From an optimization exercise on the open Yosys and OpenROAD flow, aimed at small area, a short achievable clock period and few clock cycles; shortcuts taken in it are not production practice. In this exercise RTL edits were held to simulation tests only and were not proved equivalent to the original. Power and IR drop assume default switching activity.

== run A ==
Design matrix_mult, start of the top module:
module matrix_mult #(parameter DW = 8, m = 8, n = 8)(
    input clk,
    input reset,
    input [DW-1:0] data_in,
    input start,
    output [2*DW-1:0] data_out,
    output reg done
);
Size: roughly 1,200 flip-flops, roughly 28 I/O pins.
clock: 8.0 ns
lec_check: 0
cap_margin: 20
core_margin: 2
core_utilization: 40
place_density: 0.6
slew_margin: 20
run.sh (not shown) runs the stock make flow with config.mk's settings and CLKGATE_MAP_FILE= SYNTH_SCRIPT=/design/flow/synth_recipe.tcl, a recipe that flattens the netlist after the stock synthesis.
In summary, run A completed successfully, with a layout that passed the timing, DRC and antenna checks.
Testbench counts of run A, summed over its fixed seeds: cycles 6,024.
The inputs of run E differ from those of run A as listed below.
Settings: SETUP_SLACK_MARGIN newly set to 5.
Results
- Run E completed; timing, DRC and antenna clean
- Across both runs, non-clock buffer share of cell area was higher for run E than for run A.
- Delta (run E minus run A): worst relative slew slack shows a reduction of 1.7 points; data arrival time of the critical path shows a reduction of 0.33 ns; global-route wire length before repair shows an increase of about 7%; worst setup margin shows an increase of 0.40 ns; overall die area shows no meaningful change.
- Run E: clock group share of total power 1.9 points below run A

---

build 38:
Another version of the RTL of matrix_mult (not shown whole).
Size in the first run: about 2300 cells after synthesis, about 1300 flip-flops, about 39000 um^2 of cells after synthesis.
export LEC_CHECK = 0
export CAP_MARGIN = 20
export CORE_MARGIN = 2
export CORE_UTILIZATION = 70
export CTS_BUF_LIST = sky130_fd_sc_hd__clkbuf_16
export CTS_CLUSTER_DIAMETER = 80
export CTS_CLUSTER_SIZE = 30
export PLACE_DENSITY = 0.8
export SETUP_SLACK_MARGIN = 5
export SLEW_MARGIN = 20
export SYNTH_HIERARCHICAL = 1
export SYNTH_MINIMUM_KEEP_SIZE = 0
create_clock -name core_clock -period 8.0 [get_ports {clk}]
Build 38 ended with every stage complete and zero timing, DRC or antenna violations.
Testbench counts of build 38, summed over its fixed seeds: cycles 6,056.
> inputs changed (build 38 -> build 92)
# build 38
export LEC_CHECK = 0
export CAP_MARGIN = 20
export CORE_MARGIN = 2
export CORE_UTILIZATION = 70
export CTS_BUF_LIST = sky130_fd_sc_hd__clkbuf_16
export CTS_CLUSTER_DIAMETER = 80
export CTS_CLUSTER_SIZE = 30
export PLACE_DENSITY = 0.8
export SETUP_SLACK_MARGIN = 5
export SLEW_MARGIN = 20
export SYNTH_HIERARCHICAL = 1
export SYNTH_MINIMUM_KEEP_SIZE = 0
create_clock -name core_clock -period 8.0 [get_ports {clk}]
# build 92
export LEC_CHECK = 0
export CAP_MARGIN = 20
export CORE_MARGIN = 2
export CORE_UTILIZATION = 65
export CTS_BUF_LIST = sky130_fd_sc_hd__clkbuf_16
export CTS_CLUSTER_DIAMETER = 80
export CTS_CLUSTER_SIZE = 30
export PLACE_DENSITY = 0.75
export SETUP_SLACK_MARGIN = 5
export SLEW_MARGIN = 20
export SYNTH_HIERARCHICAL = 1
export SYNTH_MINIMUM_KEEP_SIZE = 0
create_clock -name core_clock -period 8.0 [get_ports {clk}]
### Flow results
- Build 92 went all the way through the flow, and no timing, DRC or antenna check failed.
- Slack of the worst reg-to-reg path, build 38 and build 92, lower one = build 38.
- Lower worst-margin pin slew goes to build 92 over build 38.
- Looking at routed wire length, build 92 sits 10% lower than build 38 does.
- Multi-input gate area in the final layout across build 38 and build 92: no real change.
Setup changes, build 92 to build 67
# build 92
export LEC_CHECK = 0
export CAP_MARGIN = 20
export CORE_MARGIN = 2
export CORE_UTILIZATION = 65
export CTS_BUF_LIST = sky130_fd_sc_hd__clkbuf_16
export CTS_CLUSTER_DIAMETER = 80
export CTS_CLUSTER_SIZE = 30
export PLACE_DENSITY = 0.75
export SETUP_SLACK_MARGIN = 5
export SLEW_MARGIN = 20
export SYNTH_HIERARCHICAL = 1
export SYNTH_MINIMUM_KEEP_SIZE = 0
create_clock -name core_clock -period 8.0 [get_ports {clk}]
# build 67
export LEC_CHECK = 0
export CAP_MARGIN = 20
export CORE_MARGIN = 2
export CORE_UTILIZATION = 65
export CTS_BUF_LIST = sky130_fd_sc_hd__clkbuf_16
export CTS_CLUSTER_DIAMETER = 80
export CTS_CLUSTER_SIZE = 25
export PLACE_DENSITY = 0.75
export SETUP_SLACK_MARGIN = 5
export SLEW_MARGIN = 20
export SYNTH_HIERARCHICAL = 1
export SYNTH_MINIMUM_KEEP_SIZE = 0
create_clock -name core_clock -period 8.0 [get_ports {clk}]
Results
Non-clock buffer count: build 67 vs build 92 identical
Build 67 does worse than build 92 on total number of vias.
Build 67 consumes more power than build 92 does.
Build 67 against build 92: setup slack saw a decrease, proportion of power drawn by the clock network saw an increase.
Cmp build 92 and build 67 / hold slack / lower: build 67

---

Another version of the RTL of matrix_mult (not shown whole).
Size: ~2300 cells after synthesis, ~1300 flip-flops.
==> flow/config.mk <==
export PLATFORM = sky130hd
export DESIGN_NAME = matrix_mult
export DESIGN_NICKNAME = matrix_mult
export VERILOG_FILES = /design/flow/design.v
export SDC_FILE = /design/flow/constraint.sdc
export NUM_CORES = 4
export LEC_CHECK = 0
export CAP_MARGIN = 20
export CORE_MARGIN = 2
export CORE_UTILIZATION = 70
export CTS_BUF_LIST = sky130_fd_sc_hd__clkbuf_16
export CTS_CLUSTER_DIAMETER = 80
export CTS_CLUSTER_SIZE = 30
export PLACE_DENSITY = 0.8
export SETUP_SLACK_MARGIN = 5
export SLEW_MARGIN = 20
export SYNTH_HIERARCHICAL = 1
export SYNTH_MINIMUM_KEEP_SIZE = 0
==> flow/constraint.sdc <==
create_clock -name core_clock -period 8.0 [get_ports {clk}]
set_input_delay 1.6000 -clock core_clock [delete_from_list [all_inputs] [get_ports {clk}]]
set_output_delay 1.6000 -clock core_clock [all_outputs]
set_load 0.01 [all_outputs]
Testbench counts at the start, summed over its fixed seeds: cycles 6,056.
Edit:
Settings changed: CORE_UTILIZATION 70 to 65, CTS_CLUSTER_SIZE 30 to 25, PLACE_DENSITY 0.8 to 0.75.
After rerunning:
- The changed run completed with no timing, DRC or antenna violations
- wire length drops by 6.6%
- area after synthesis does not change
- global-route usage goes down by 5.1 points
- utilization goes down by 4.4 points

-- afterwards: timing with drivers on the ports --
How much do the figures lean on ideal ports? The routed layouts below were timed once more, with nothing changed but the port constraints. Step 1: set_driving_cell puts a clkbuf_16 on clk and a buf_2 on each other input, an assumption about the parent block. Step 2 moves the port delays by t, midway between the first and last clock arrival at a register: inputs arrive t later, outputs are due t later. That takes back most of the time a late clock gives input paths. a / b / c = no drivers / after step 1 / after step 2; a / b = the first two.
run	t, ns	setup slack, ns	hold WS [ns]
run A	0.739	3.445 / 3.445 / 3.445	0.305 / 0.305 / 0.305
run E	0.748	3.841 / 3.841 / 3.841	0.300 / 0.300 / 0.300
build 38	0.713	4.827 / 4.827 / 4.827	0.302 / 0.302 / 0.302
build 92	0.708	4.988 / 4.988 / 4.931	0.318 / 0.318 / 0.318
build 67	0.695	4.973 / 4.973 / 4.969	0.312 / 0.312 / 0.312
the first run of note 3	0.710	4.991 / 4.991 / 4.822	0.324 / 0.324 / 0.324
the second run of note 3	0.698	5.000 / 5.000 / 4.845	0.321 / 0.321 / 0.321
After both steps setup and hold are still met in every run listed. For the first run of note 3, which loses most, drivers alone change the setup slack by 0.000 ns; drivers and shift together by -0.169 ns.
